Context: an optimization exercise on an open-source flow, tuned for small area, a short achievable clock period and few clock cycles per item. The choices shown serve that exercise and are no tape-out recipe. No functional check of the RTL was part of any run shown here. No activity file was given, so power comes from the tool's default toggle rates.

==> flow/design.v (outline; a module is shown in full before it is edited, if it fits) <==
// module fpm: 1204 lines
// module fpm_fa: 4 lines
module fpm(
  input clk,
  input rst,
  input [31:0] number_in,
  input number_a_valid,
  output number_a_ready,
  input number_b_valid,
  output number_b_ready,
  output [31:0] number_out,
  output result_valid
);
  // ...
==> flow/flow/run.sh <==
#!/bin/bash
set -euo pipefail
bash standard.sh SETUP_SLACK_MARGIN=5.5 BUFFER_PORTS_ARGS=-buffer_cell\ sky130_fd_sc_hd__buf_1 CTS_ARGS=-sink_clustering_enable\ -repair_clock_nets\ -dont_use_dummy_load\ -buf_list\ sky130_fd_sc_hd__clkbuf_16\ -sink_clustering_size\ 30\ -sink_clustering_max_diameter\ 70 finish > standard.log 2>&1
==> flow/standard.sh <==
#!/bin/bash
# synth_recipe.tcl (not shown) runs the flow's synth.tcl, then flattens the netlist and writes it again
# the make line also repeats each setting of config.mk as NAME=value (left out here)
make -C /OpenROAD-flow-scripts/flow DESIGN_CONFIG=/design/flow/config.mk WORK_HOME=/design/flow/orfs CLKGATE_MAP_FILE= SYNTH_SCRIPT=/design/flow/synth_recipe.tcl "${@:-finish}"
==> flow/config.mk <==
export PLATFORM = sky130hd
export DESIGN_NAME = fpm
export DESIGN_NICKNAME = fpm
export VERILOG_FILES = /design/flow/design.v
export SDC_FILE = /design/flow/constraint.sdc
export NUM_CORES = 4
export LEC_CHECK = 0
export CAP_MARGIN = 20
export CORE_MARGIN = 2
export CORE_UTILIZATION = 40
export SETUP_SLACK_MARGIN = 5
export SLEW_MARGIN = 20
export SYNTH_HIERARCHICAL = 1
==> flow/constraint.sdc <==
create_clock -name core_clock -period 9.0 [get_ports {clk}]
set_input_delay 1.8000 -clock core_clock [delete_from_list [all_inputs] [get_ports {clk}]]
set_output_delay 1.8000 -clock core_clock [all_outputs]
set_load 0.01 [all_outputs]
==> flow_metrics.tcl, run 1 <==
set metrics [dict create \
    min_path_type "register to register" \
    p_comb_mw 6.38 \
    relSlewSlack_pct 33.6 \
    cp-start-kind "register" \
    synth_compound_area_share_pct 7.80 \
    largest_cell_class "multi-input gates" \
    seqPwrFrac_pct 21.7 \
    sh_seq_area_pct 27.0 \
    core_mm2 0.0476 \
    drt-initial-drc-count 1170 \
    grt_pass1_vias 15100 \
    buffers_excl_clock 161 \
    die_area_mm2 0.0499 \
    path_buf_inv 1 \
    seq-power_mw 2.00 \
    die_width_um 223 \
    drv_slew 0 \
    final_cells 2591 \
    r2r_end "tcn[28]" \
    timing.hold.ws_ps 345 \
    ys_top_cells_by_area "fa_1, dfxtp_1, edfxtp_1" \
    power_leader "combinational cells" \
    syn_inst 1878 \
    crit_chain "buf_8 -> nand2_1 -> fa_1 -> fa_1 -> fa_1 -> fa_1 -> fa_1" \
    status "no timing/DRC/antenna violations" \
    nWellTaps 615 \
    crit_family "adder cells" \
    antenna_found_initial 0 \
    utilization_pct 45.8 \
    ios 71 \
]
==> run 2, diff against run 1 <==
--- a/flow/design.v
+++ b/flow/design.v
@@ -18,17 +18,17 @@
   reg ar_q, br_q;        
   reg [31:0] ra, rb;
   reg        hb;         
   reg [4:0]  k;          
   reg [12:0] mm;         
   reg [36:0] tsn, tcn;   
   reg        c13, stlo;  
   reg [9:0]  s1_e;       
-  reg        s1_s, s1_nan, s1_inf, s1_zero, s1_slow;
+  reg        s1_s, s1_nan, s1_inf, s1_zero;
   reg [25:0] sig;        
   reg [9:0]  e;          
   reg        le0;        
   reg        s2_s, s2_nan, s2_inf, s2_zero;
   reg [31:0] out;
   wire [7:0] ea = ra[30:23];
   wire [7:0] eb = rb[30:23];
   wire ha = |ea;
@@ -948,17 +948,74 @@
   wire t880, t881;
   fpm_fa u_t880 (.a(t811), .b(t812), .c(t329), .s(t880), .co(t881));
   wire t882, t883;
   fpm_fa u_t882 (.a(t813), .b(t814), .c(t332), .s(t882), .co(t883));
   wire t884, t885;
   fpm_fa u_t884 (.a(t815), .b(t333), .c(t334), .s(t884), .co(t885));
   assign tree_sn = {1'b1, t885, t883, t881, t879, t877, t875, t873, t871, t869, t867, t865, t863, t861, t859, t857, t855, t853, t851, t849, t847, t845, t843, t841, t839, t837, t835, t833, t831, t829, t827, t825, t823, t821, t819, t817, t816};
   assign tree_cn = {1'b1, t335, t884, t882, t880, t878, t876, t874, t872, t870, t868, t866, t864, t862, t860, t858, t856, t854, t852, t850, t848, t846, t844, t842, t840, t838, t836, t834, t832, t830, t828, t826, t824, t822, t820, t818, t3};
-  wire [9:0] ex = {2'b00, ea | {7'd0, ~ha}} + {2'b00, eb | {7'd0, ~hb_e}} - 10'd126 - {5'd0, k};
+  wire [9:0] ex_a = {2'b00, ea | {7'd0, ~ha}};
+  wire [9:0] ex_b = {2'b00, eb | {7'd0, ~hb_e}};
+  wire [9:0] ex_k = ~(10'd125 + {5'd0, k});
+  wire       ex_0 = 1'b0;
+  wire [9:0] ex_ab_p = ex_a ^ ex_b;
+  wire [9:0] ex_ab_g0 = ex_a & ex_b;
+  wire ex_ab_g1_1 = ex_ab_g0[0] | (ex_ab_p[0] & ex_0);
+  wire ex_ab_g1_3 = ex_ab_g0[2] | (ex_ab_p[2] & ex_ab_g0[1]);
+  wire ex_ab_q1_3 = ex_ab_p[2] & ex_ab_p[1];
+  wire ex_ab_g1_5 = ex_ab_g0[4] | (ex_ab_p[4] & ex_ab_g0[3]);
+  wire ex_ab_q1_5 = ex_ab_p[4] & ex_ab_p[3];
+  wire ex_ab_g1_7 = ex_ab_g0[6] | (ex_ab_p[6] & ex_ab_g0[5]);
+  wire ex_ab_q1_7 = ex_ab_p[6] & ex_ab_p[5];
+  wire ex_ab_g1_9 = ex_ab_g0[8] | (ex_ab_p[8] & ex_ab_g0[7]);
+  wire ex_ab_q1_9 = ex_ab_p[8] & ex_ab_p[7];
+  wire ex_ab_g2_2 = ex_ab_g0[1] | (ex_ab_p[1] & ex_ab_g1_1);
+  wire ex_ab_g2_3 = ex_ab_g1_3 | (ex_ab_q1_3 & ex_ab_g1_1);
+  wire ex_ab_g2_6 = ex_ab_g0[5] | (ex_ab_p[5] & ex_ab_g1_5);
+  wire ex_ab_q2_6 = ex_ab_p[5] & ex_ab_q1_5;
+  wire ex_ab_g2_7 = ex_ab_g1_7 | (ex_ab_q1_7 & ex_ab_g1_5);
+  wire ex_ab_q2_7 = ex_ab_q1_7 & ex_ab_q1_5;
+  wire ex_ab_g2_10 = ex_ab_g0[9] | (ex_ab_p[9] & ex_ab_g1_9);
+  wire ex_ab_q2_10 = ex_ab_p[9] & ex_ab_q1_9;
+  wire ex_ab_g3_4 = ex_ab_g0[3] | (ex_ab_p[3] & ex_ab_g2_3);
+  wire ex_ab_g3_5 = ex_ab_g1_5 | (ex_ab_q1_5 & ex_ab_g2_3);
+  wire ex_ab_g3_6 = ex_ab_g2_6 | (ex_ab_q2_6 & ex_ab_g2_3);
+  wire ex_ab_g3_7 = ex_ab_g2_7 | (ex_ab_q2_7 & ex_ab_g2_3);
+  wire ex_ab_g4_8 = ex_ab_g0[7] | (ex_ab_p[7] & ex_ab_g3_7);
+  wire ex_ab_g4_9 = ex_ab_g1_9 | (ex_ab_q1_9 & ex_ab_g3_7);
+  wire ex_ab_g4_10 = ex_ab_g2_10 | (ex_ab_q2_10 & ex_ab_g3_7);
+  wire [9:0] ex_ab = ex_ab_p ^ {ex_ab_g4_9, ex_ab_g4_8, ex_ab_g3_7, ex_ab_g3_6, ex_ab_g3_5, ex_ab_g3_4, ex_ab_g2_3, ex_ab_g2_2, ex_ab_g1_1, ex_0};
+  wire [9:0] ex_p = ex_ab ^ ex_k;
+  wire [9:0] ex_g0 = ex_ab & ex_k;
+  wire ex_g1_1 = ex_g0[0] | (ex_p[0] & ex_0);
+  wire ex_g1_3 = ex_g0[2] | (ex_p[2] & ex_g0[1]);
+  wire ex_q1_3 = ex_p[2] & ex_p[1];
+  wire ex_g1_5 = ex_g0[4] | (ex_p[4] & ex_g0[3]);
+  wire ex_q1_5 = ex_p[4] & ex_p[3];
+  wire ex_g1_7 = ex_g0[6] | (ex_p[6] & ex_g0[5]);
+  wire ex_q1_7 = ex_p[6] & ex_p[5];
+  wire ex_g1_9 = ex_g0[8] | (ex_p[8] & ex_g0[7]);
+  wire ex_q1_9 = ex_p[8] & ex_p[7];
+  wire ex_g2_2 = ex_g0[1] | (ex_p[1] & ex_g1_1);
+  wire ex_g2_3 = ex_g1_3 | (ex_q1_3 & ex_g1_1);
+  wire ex_g2_6 = ex_g0[5] | (ex_p[5] & ex_g1_5);
+  wire ex_q2_6 = ex_p[5] & ex_q1_5;
+  wire ex_g2_7 = ex_g1_7 | (ex_q1_7 & ex_g1_5);
+  wire ex_q2_7 = ex_q1_7 & ex_q1_5;
+  wire ex_g2_10 = ex_g0[9] | (ex_p[9] & ex_g1_9);
+  wire ex_q2_10 = ex_p[9] & ex_q1_9;
+  wire ex_g3_4 = ex_g0[3] | (ex_p[3] & ex_g2_3);
+  wire ex_g3_5 = ex_g1_5 | (ex_q1_5 & ex_g2_3);
+  wire ex_g3_6 = ex_g2_6 | (ex_q2_6 & ex_g2_3);
+  wire ex_g3_7 = ex_g2_7 | (ex_q2_7 & ex_g2_3);
+  wire ex_g4_8 = ex_g0[7] | (ex_p[7] & ex_g3_7);
+  wire ex_g4_9 = ex_g1_9 | (ex_q1_9 & ex_g3_7);
+  wire ex_g4_10 = ex_g2_10 | (ex_q2_10 & ex_g3_7);
+  wire [9:0] ex = ex_p ^ {ex_g4_9, ex_g4_8, ex_g3_7, ex_g3_6, ex_g3_5, ex_g3_4, ex_g2_3, ex_g2_2, ex_g1_1, ex_0};
   wire x_nan = a_nan | b_nan | (a_inf & b_zero) | (b_inf & a_zero);
   wire x_inf = (a_inf | b_inf) & ~x_nan;
   wire x_zero = (a_zero | b_zero) & ~x_nan & ~x_inf;
   wire [12:0] lo_a = ~tsn[12:0];
   wire [12:0] lo_b = ~tcn[12:0];
   wire [12:0] lo_p = lo_a ^ lo_b;
   wire [12:0] lo_g = lo_a & lo_b;
   wire [12:0] lo_k = lo_a | lo_b;
@@ -966,17 +1023,161 @@
   assign lo_c[0] = 1'b0;
   genvar gl;
   generate
     for (gl = 0; gl < 13; gl = gl + 1) begin : g_lo
       assign lo_c[gl+1] = lo_g[gl] | (lo_p[gl] & lo_c[gl]);
     end
   endgenerate
   wire lo_nz = |(lo_p ^ {lo_k[11:0], 1'b0});
-  wire [34:0] phn = tsn[34:0] + tcn[34:0] + {34'd0, ~c13};
+  wire c13n = ~c13;
+  wire [34:0] phn_p = tsn[34:0] ^ tcn[34:0];
+  wire [34:0] phn_g0 = tsn[34:0] & tcn[34:0];
+  wire phn_g1_1 = phn_g0[0] | (phn_p[0] & c13n);
+  wire phn_g1_3 = phn_g0[2] | (phn_p[2] & phn_g0[1]);
+  wire phn_q1_3 = phn_p[2] & phn_p[1];
+  wire phn_g1_5 = phn_g0[4] | (phn_p[4] & phn_g0[3]);
+  wire phn_q1_5 = phn_p[4] & phn_p[3];
+  wire phn_g1_7 = phn_g0[6] | (phn_p[6] & phn_g0[5]);
+  wire phn_q1_7 = phn_p[6] & phn_p[5];
+  wire phn_g1_9 = phn_g0[8] | (phn_p[8] & phn_g0[7]);
+  wire phn_q1_9 = phn_p[8] & phn_p[7];
+  wire phn_g1_11 = phn_g0[10] | (phn_p[10] & phn_g0[9]);
+  wire phn_q1_11 = phn_p[10] & phn_p[9];
+  wire phn_g1_13 = phn_g0[12] | (phn_p[12] & phn_g0[11]);
+  wire phn_q1_13 = phn_p[12] & phn_p[11];
+  wire phn_g1_15 = phn_g0[14] | (phn_p[14] & phn_g0[13]);
+  wire phn_q1_15 = phn_p[14] & phn_p[13];
+  wire phn_g1_17 = phn_g0[16] | (phn_p[16] & phn_g0[15]);
+  wire phn_q1_17 = phn_p[16] & phn_p[15];
+  wire phn_g1_19 = phn_g0[18] | (phn_p[18] & phn_g0[17]);
+  wire phn_q1_19 = phn_p[18] & phn_p[17];
+  wire phn_g1_21 = phn_g0[20] | (phn_p[20] & phn_g0[19]);
+  wire phn_q1_21 = phn_p[20] & phn_p[19];
+  wire phn_g1_23 = phn_g0[22] | (phn_p[22] & phn_g0[21]);
+  wire phn_q1_23 = phn_p[22] & phn_p[21];
+  wire phn_g1_25 = phn_g0[24] | (phn_p[24] & phn_g0[23]);
+  wire phn_q1_25 = phn_p[24] & phn_p[23];
+  wire phn_g1_27 = phn_g0[26] | (phn_p[26] & phn_g0[25]);
+  wire phn_q1_27 = phn_p[26] & phn_p[25];
+  wire phn_g1_29 = phn_g0[28] | (phn_p[28] & phn_g0[27]);
+  wire phn_q1_29 = phn_p[28] & phn_p[27];
+  wire phn_g1_31 = phn_g0[30] | (phn_p[30] & phn_g0[29]);
+  wire phn_q1_31 = phn_p[30] & phn_p[29];
+  wire phn_g1_33 = phn_g0[32] | (phn_p[32] & phn_g0[31]);
+  wire phn_q1_33 = phn_p[32] & phn_p[31];
+  wire phn_g1_35 = phn_g0[34] | (phn_p[34] & phn_g0[33]);
+  wire phn_q1_35 = phn_p[34] & phn_p[33];
+  wire phn_g2_2 = phn_g0[1] | (phn_p[1] & phn_g1_1);
+  wire phn_g2_3 = phn_g1_3 | (phn_q1_3 & phn_g1_1);
+  wire phn_g2_6 = phn_g0[5] | (phn_p[5] & phn_g1_5);
+  wire phn_q2_6 = phn_p[5] & phn_q1_5;
+  wire phn_g2_7 = phn_g1_7 | (phn_q1_7 & phn_g1_5);
+  wire phn_q2_7 = phn_q1_7 & phn_q1_5;
+  wire phn_g2_10 = phn_g0[9] | (phn_p[9] & phn_g1_9);
+  wire phn_q2_10 = phn_p[9] & phn_q1_9;
+  wire phn_g2_11 = phn_g1_11 | (phn_q1_11 & phn_g1_9);
+  wire phn_q2_11 = phn_q1_11 & phn_q1_9;
+  wire phn_g2_14 = phn_g0[13] | (phn_p[13] & phn_g1_13);
+  wire phn_q2_14 = phn_p[13] & phn_q1_13;
+  wire phn_g2_15 = phn_g1_15 | (phn_q1_15 & phn_g1_13);
+  wire phn_q2_15 = phn_q1_15 & phn_q1_13;
+  wire phn_g2_18 = phn_g0[17] | (phn_p[17] & phn_g1_17);
+  wire phn_q2_18 = phn_p[17] & phn_q1_17;
+  wire phn_g2_19 = phn_g1_19 | (phn_q1_19 & phn_g1_17);
+  wire phn_q2_19 = phn_q1_19 & phn_q1_17;
+  wire phn_g2_22 = phn_g0[21] | (phn_p[21] & phn_g1_21);
+  wire phn_q2_22 = phn_p[21] & phn_q1_21;
+  wire phn_g2_23 = phn_g1_23 | (phn_q1_23 & phn_g1_21);
+  wire phn_q2_23 = phn_q1_23 & phn_q1_21;
+  wire phn_g2_26 = phn_g0[25] | (phn_p[25] & phn_g1_25);
+  wire phn_q2_26 = phn_p[25] & phn_q1_25;
+  wire phn_g2_27 = phn_g1_27 | (phn_q1_27 & phn_g1_25);
+  wire phn_q2_27 = phn_q1_27 & phn_q1_25;
+  wire phn_g2_30 = phn_g0[29] | (phn_p[29] & phn_g1_29);
+  wire phn_q2_30 = phn_p[29] & phn_q1_29;
+  wire phn_g2_31 = phn_g1_31 | (phn_q1_31 & phn_g1_29);
+  wire phn_q2_31 = phn_q1_31 & phn_q1_29;
+  wire phn_g2_34 = phn_g0[33] | (phn_p[33] & phn_g1_33);
+  wire phn_q2_34 = phn_p[33] & phn_q1_33;
+  wire phn_g2_35 = phn_g1_35 | (phn_q1_35 & phn_g1_33);
+  wire phn_q2_35 = phn_q1_35 & phn_q1_33;
+  wire phn_g3_4 = phn_g0[3] | (phn_p[3] & phn_g2_3);
+  wire phn_g3_5 = phn_g1_5 | (phn_q1_5 & phn_g2_3);
+  wire phn_g3_6 = phn_g2_6 | (phn_q2_6 & phn_g2_3);
+  wire phn_g3_7 = phn_g2_7 | (phn_q2_7 & phn_g2_3);
+  wire phn_g3_12 = phn_g0[11] | (phn_p[11] & phn_g2_11);
+  wire phn_q3_12 = phn_p[11] & phn_q2_11;
+  wire phn_g3_13 = phn_g1_13 | (phn_q1_13 & phn_g2_11);
+  wire phn_q3_13 = phn_q1_13 & phn_q2_11;
+  wire phn_g3_14 = phn_g2_14 | (phn_q2_14 & phn_g2_11);
+  wire phn_q3_14 = phn_q2_14 & phn_q2_11;
+  wire phn_g3_15 = phn_g2_15 | (phn_q2_15 & phn_g2_11);
+  wire phn_q3_15 = phn_q2_15 & phn_q2_11;
+  wire phn_g3_20 = phn_g0[19] | (phn_p[19] & phn_g2_19);
+  wire phn_q3_20 = phn_p[19] & phn_q2_19;
+  wire phn_g3_21 = phn_g1_21 | (phn_q1_21 & phn_g2_19);
+  wire phn_q3_21 = phn_q1_21 & phn_q2_19;
+  wire phn_g3_22 = phn_g2_22 | (phn_q2_22 & phn_g2_19);
+  wire phn_q3_22 = phn_q2_22 & phn_q2_19;
+  wire phn_g3_23 = phn_g2_23 | (phn_q2_23 & phn_g2_19);
+  wire phn_q3_23 = phn_q2_23 & phn_q2_19;
+  wire phn_g3_28 = phn_g0[27] | (phn_p[27] & phn_g2_27);
+  wire phn_q3_28 = phn_p[27] & phn_q2_27;
+  wire phn_g3_29 = phn_g1_29 | (phn_q1_29 & phn_g2_27);
+  wire phn_q3_29 = phn_q1_29 & phn_q2_27;
+  wire phn_g3_30 = phn_g2_30 | (phn_q2_30 & phn_g2_27);
+  wire phn_q3_30 = phn_q2_30 & phn_q2_27;
+  wire phn_g3_31 = phn_g2_31 | (phn_q2_31 & phn_g2_27);
+  wire phn_q3_31 = phn_q2_31 & phn_q2_27;
+  wire phn_g4_8 = phn_g0[7] | (phn_p[7] & phn_g3_7);
+  wire phn_g4_9 = phn_g1_9 | (phn_q1_9 & phn_g3_7);
+  wire phn_g4_10 = phn_g2_10 | (phn_q2_10 & phn_g3_7);
+  wire phn_g4_11 = phn_g2_11 | (phn_q2_11 & phn_g3_7);
+  wire phn_g4_12 = phn_g3_12 | (phn_q3_12 & phn_g3_7);
+  wire phn_g4_13 = phn_g3_13 | (phn_q3_13 & phn_g3_7);
+  wire phn_g4_14 = phn_g3_14 | (phn_q3_14 & phn_g3_7);
+  wire phn_g4_15 = phn_g3_15 | (phn_q3_15 & phn_g3_7);
+  wire phn_g4_24 = phn_g0[23] | (phn_p[23] & phn_g3_23);
+  wire phn_q4_24 = phn_p[23] & phn_q3_23;
+  wire phn_g4_25 = phn_g1_25 | (phn_q1_25 & phn_g3_23);
+  wire phn_q4_25 = phn_q1_25 & phn_q3_23;
+  wire phn_g4_26 = phn_g2_26 | (phn_q2_26 & phn_g3_23);
+  wire phn_q4_26 = phn_q2_26 & phn_q3_23;
+  wire phn_g4_27 = phn_g2_27 | (phn_q2_27 & phn_g3_23);
+  wire phn_q4_27 = phn_q2_27 & phn_q3_23;
+  wire phn_g4_28 = phn_g3_28 | (phn_q3_28 & phn_g3_23);
+  wire phn_q4_28 = phn_q3_28 & phn_q3_23;
+  wire phn_g4_29 = phn_g3_29 | (phn_q3_29 & phn_g3_23);
+  wire phn_q4_29 = phn_q3_29 & phn_q3_23;
+  wire phn_g4_30 = phn_g3_30 | (phn_q3_30 & phn_g3_23);
+  wire phn_q4_30 = phn_q3_30 & phn_q3_23;
+  wire phn_g4_31 = phn_g3_31 | (phn_q3_31 & phn_g3_23);
+  wire phn_q4_31 = phn_q3_31 & phn_q3_23;
+  wire phn_g5_16 = phn_g0[15] | (phn_p[15] & phn_g4_15);
+  wire phn_g5_17 = phn_g1_17 | (phn_q1_17 & phn_g4_15);
+  wire phn_g5_18 = phn_g2_18 | (phn_q2_18 & phn_g4_15);
+  wire phn_g5_19 = phn_g2_19 | (phn_q2_19 & phn_g4_15);
+  wire phn_g5_20 = phn_g3_20 | (phn_q3_20 & phn_g4_15);
+  wire phn_g5_21 = phn_g3_21 | (phn_q3_21 & phn_g4_15);
+  wire phn_g5_22 = phn_g3_22 | (phn_q3_22 & phn_g4_15);
+  wire phn_g5_23 = phn_g3_23 | (phn_q3_23 & phn_g4_15);
+  wire phn_g5_24 = phn_g4_24 | (phn_q4_24 & phn_g4_15);
+  wire phn_g5_25 = phn_g4_25 | (phn_q4_25 & phn_g4_15);
+  wire phn_g5_26 = phn_g4_26 | (phn_q4_26 & phn_g4_15);
+  wire phn_g5_27 = phn_g4_27 | (phn_q4_27 & phn_g4_15);
+  wire phn_g5_28 = phn_g4_28 | (phn_q4_28 & phn_g4_15);
+  wire phn_g5_29 = phn_g4_29 | (phn_q4_29 & phn_g4_15);
+  wire phn_g5_30 = phn_g4_30 | (phn_q4_30 & phn_g4_15);
+  wire phn_g5_31 = phn_g4_31 | (phn_q4_31 & phn_g4_15);
+  wire phn_g6_32 = phn_g0[31] | (phn_p[31] & phn_g5_31);
+  wire phn_g6_33 = phn_g1_33 | (phn_q1_33 & phn_g5_31);
+  wire phn_g6_34 = phn_g2_34 | (phn_q2_34 & phn_g5_31);
+  wire phn_g6_35 = phn_g2_35 | (phn_q2_35 & phn_g5_31);
+  wire [34:0] phn = phn_p ^ {phn_g6_34, phn_g6_33, phn_g6_32, phn_g5_31, phn_g5_30, phn_g5_29, phn_g5_28, phn_g5_27, phn_g5_26, phn_g5_25, phn_g5_24, phn_g5_23, phn_g5_22, phn_g5_21, phn_g5_20, phn_g5_19, phn_g5_18, phn_g5_17, phn_g5_16, phn_g4_15, phn_g4_14, phn_g4_13, phn_g4_12, phn_g4_11, phn_g4_10, phn_g4_9, phn_g4_8, phn_g3_7, phn_g3_6, phn_g3_5, phn_g3_4, phn_g2_3, phn_g2_2, phn_g1_1, c13n};
   wire [34:0] ph = ~phn;   
   wire        p47 = ph[34];
   wire [25:0] sig_z = p47 ? {ph[34:10], stlo | |ph[9:0]} : {ph[33:9], stlo | |ph[8:0]};
   wire [9:0]  s1_ez;   
   wire s1_ez_0_1 = ~s1_e[1] & ~s1_e[0];
   wire s1_ez_0_3 = ~s1_e[3] & ~s1_e[2];
   wire s1_ez_0_5 = ~s1_e[5] & ~s1_e[4];
   wire s1_ez_0_7 = ~s1_e[7] & ~s1_e[6];
==> flow_metrics.tcl, run 2 <==
set metrics [dict create \
    firstDrtPassIters 5 \
    setup-tns-final_ps 0 \
    num_vias 13800 \
    die_y_um 222 \
    cts_buffers 23 \
    ys_ff_latch 254 \
    synth_area_leader_cell "fa_1" \
    grt_max_degree 51 \
    grt_pass1_vias 14600 \
    antenna_found_initial 0 \
    grt_pass1_wl_um 81800 \
    drc_errors 0 \
    grt_setup_unrepaired "true" \
    overflow 0 \
    worstSetupPathType "register to register" \
    htreeDepth 1 \
    relSlewSlack_pct 27.5 \
    post-synth-top-count-cell "nand2_1" \
    insertion_delay_ps 560 \
    die_width_um 222 \
    clk_pin_slew_worst_paths_ps 70 \
    drt-initial-drc-count 912 \
    critical_path_arrival_ps 3850 \
    min_path_type "register to register" \
    status "no timing/DRC/antenna violations" \
    reg_top3 "tcn: 36 flops, tsn: 36 flops" \
    ios 71 \
    setup_viol 0 \
    yosysSeqAreaShare_pct 30.9 \
    final_common_cell "nand2_1" \
    fin_crit_ps 3550 \
    io_buffers 70 \
    syn_to_final_growth_pct 14.6 \
    synth-main-ff-cell "dfxtp_1" \
    synth-edff-count 79 \
    max_cap_violations 0 \
    fin_crit_sh_pct 39.5 \
    synth.distinct_cells 62 \
    synthArstFlopShare_pct 0 \
    cts_sinks 254 \
    core_mm2 0.0468 \
    cts_tree "done" \
    grt_usage_pct 21.3 \
    crit_path_max_fanout 3 \
    post_drt_wl_per_cell_um 20.4 \
    leakage_nw 8.40 \
    skew_ps 54.4 \
    ant_nets 0 \
    nFillCells 4303 \
    end_kind "register" \
    diodes 0 \
    drt-total-wl_um 52300 \
    layout_common_cells "nand2_1, fa_1, dfxtp_1" \
    drv_slew 0 \
    syn_inst 1817 \
    p_per_area_mw_per_mm2 406 \
    fmax_mhz 281 \
    vdd_ir_drop_max_v 0.000231 \
    avgSynthCellArea_um2 10.5 \
    finalHoldViolCount 0 \
    syn_area_mm2 0.0190 \
    cp.required_ps 9300 \
    row_count 79 \
    yosys-top-cells-count "nand2_1, fa_1, dfxtp_1" \
    yosysTopAreaCellShare_pct 30.8 \
    die_area_mm2 0.0493 \
    worst_pin_slew_ps 1090 \
    vias_per_cell 5.38 \
    gp_congestion 0.847 \
    cp-start-kind "register" \
    nNetsFinal 2361 \
    cts.root.buffer_cell "clkbuf_16" \
    total_power_mw 8.86 \
    start_util_pct 40.7 \
    dp_hpwl_um 36700 \
    ys_top_cells_by_area "fa_1, dfxtp_1, edfxtp_1" \
    clock_path_buffers 3 \
    ys_warn_count 7 \
    layout-drive-gt1-share_pct 12.7 \
]
[run 2: changes by cell type after synthesis, moves of 10 or more]
cell	previous run	this run
xor2_1	37	47
o21ai_0	22	52
o21ai_1	14	0
nor2_1	130	116
inv_1	91	79
a21oi_1	111	58
[run 2: final timing paths]
path                             start      end  slack [ps]  cells past startpoint
worst min register to register    s2_s  out[31]         340                      0
worst min-delay path              s2_s  out[31]         340                      0
worst max-delay path            rb[23]  s1_e[8]        5450                     15
worst max register to register  rb[23]  s1_e[8]        5450                     15
[run 2: per-stage QoR]
stage | utilization, % | hold WS, ps | std cells | area (um2) | setup WS, ps
floorplan | - | 323 | 1828 | 19100 | 5500
finish | 46.6 | 337 | 2557 | 21800 | 5450
global route | 46.6 | 341 | 2557 | 21800 | 5240
detailed placement | 42.5 | 329 | 2432 | 19900 | 4950
global placement | 42.5 | 328 | 2432 | 19900 | 4990
CTS | 46.0 | 339 | 2544 | 21500 | 5430
[run 2: power by group]
group | switching, mW | internal (mW)
sequential | 0.338 | 1.64
combinational | 3.17 | 2.85
clock | 0.414 | 0.448
total | 3.92 | 4.94
[run 2: modules after synthesis (local to each module, per instance)]
module  flops+latches  cell area, um2  cells
fpm               254           13500   1542
fpm_fa              0            20.0      1
[run 2: final cells by class]
class                      instances  area, um2  area share [%]
multi-input combinational       1408      12800            58.7
sequential                       254       5890            27.0
timing repair buffer             186       1470            6.76
tap                              607        759            3.48
clock buffer                      23        576            2.64
inverter                          79        300            1.38
[run 2: critical path, stage by stage (launching register included)]
cell,delay [ps]
edfxtp_1,460
nor4_4,310
nand2_1,110
nand2b_1,100
ha_2,200
fa_1,460
ha_1,310
a21o_1,170
a21oi_2,150
o21bai_1,100
a21oi_2,170
nor2b_2,60
o21ai_1,120
nand2b_1,100
fa_2,340
xor2_1,160
[run 2: cell families (layout without fill, tap and decap cells)]
family	count (synthesis)	count (layout)	share of synthesized area, %
AOI/OAI and AO/OA	208	208	7.02
and+or+nand+nor	680	681	15.7
xor gates and xnor gates	82	82	3.77
buffers and inverters	167	288	3.45
muxes	52	52	3.02
DFF	254	254	30.9
other	1	12	0.0197
adders and majority gates	373	373	36.1
[run 2: per-layer routing]
| layer | global-route usage [%] | part of all wire, % | up-vias |
|---|---|---|---|
| met5 | 0 | 0 | - |
| met4 | 7.04 | 3.6 | 0 |
| met3 | 4.73 | 7.9 | 116 |
| met2 | 34.9 | 47 | 548 |
| met1 | 28.0 | 42 | 6857 |
| li1 | - | - | 6248 |
[run 2: repair_timing]
action                     CTS  global route
hold buffers                 0             0
cloned                       1             0
gates resized for setup     26            44
setup buffers               88            12
pin swaps                   17            29
setup endpoints to repair  102            85

[what the ideal ports hide]
In the flow no input, the clock included, has a driving cell. The finished layouts below were timed again as built, in two steps. Step 1 sets driving cells, clkbuf_16 on the clock port and buf_2 on the other inputs (assumed; they add their load-dependent delay and slew). Step 2, shift: input delay + t, output delay - t, t = (earliest + latest rising clock arrival at the registers) / 2. This alone moves slack from input paths to output paths. Three values: ideal, step 1, step 2; two values: the first two.
run | t, ns | setup WS [ns] | worst hold slack (ns) | worst register clock-pin slew, ns | worst slew at a driven data input, ns
run 1 | 0.567 | 5.533 / 5.533 / 5.143 | 0.345 / 0.345 / 0.345 | 0.10 / 0.10 | 0.06
run 2 | 0.590 | 5.446 / 5.446 / 5.232 | 0.337 / 0.337 / 0.337 | 0.09 / 0.09 | 0.07
After both steps every run listed still meets setup and hold. For run 1, which loses most, drivers alone change the setup slack by 0.000 ns; drivers and shift together by -0.390 ns.
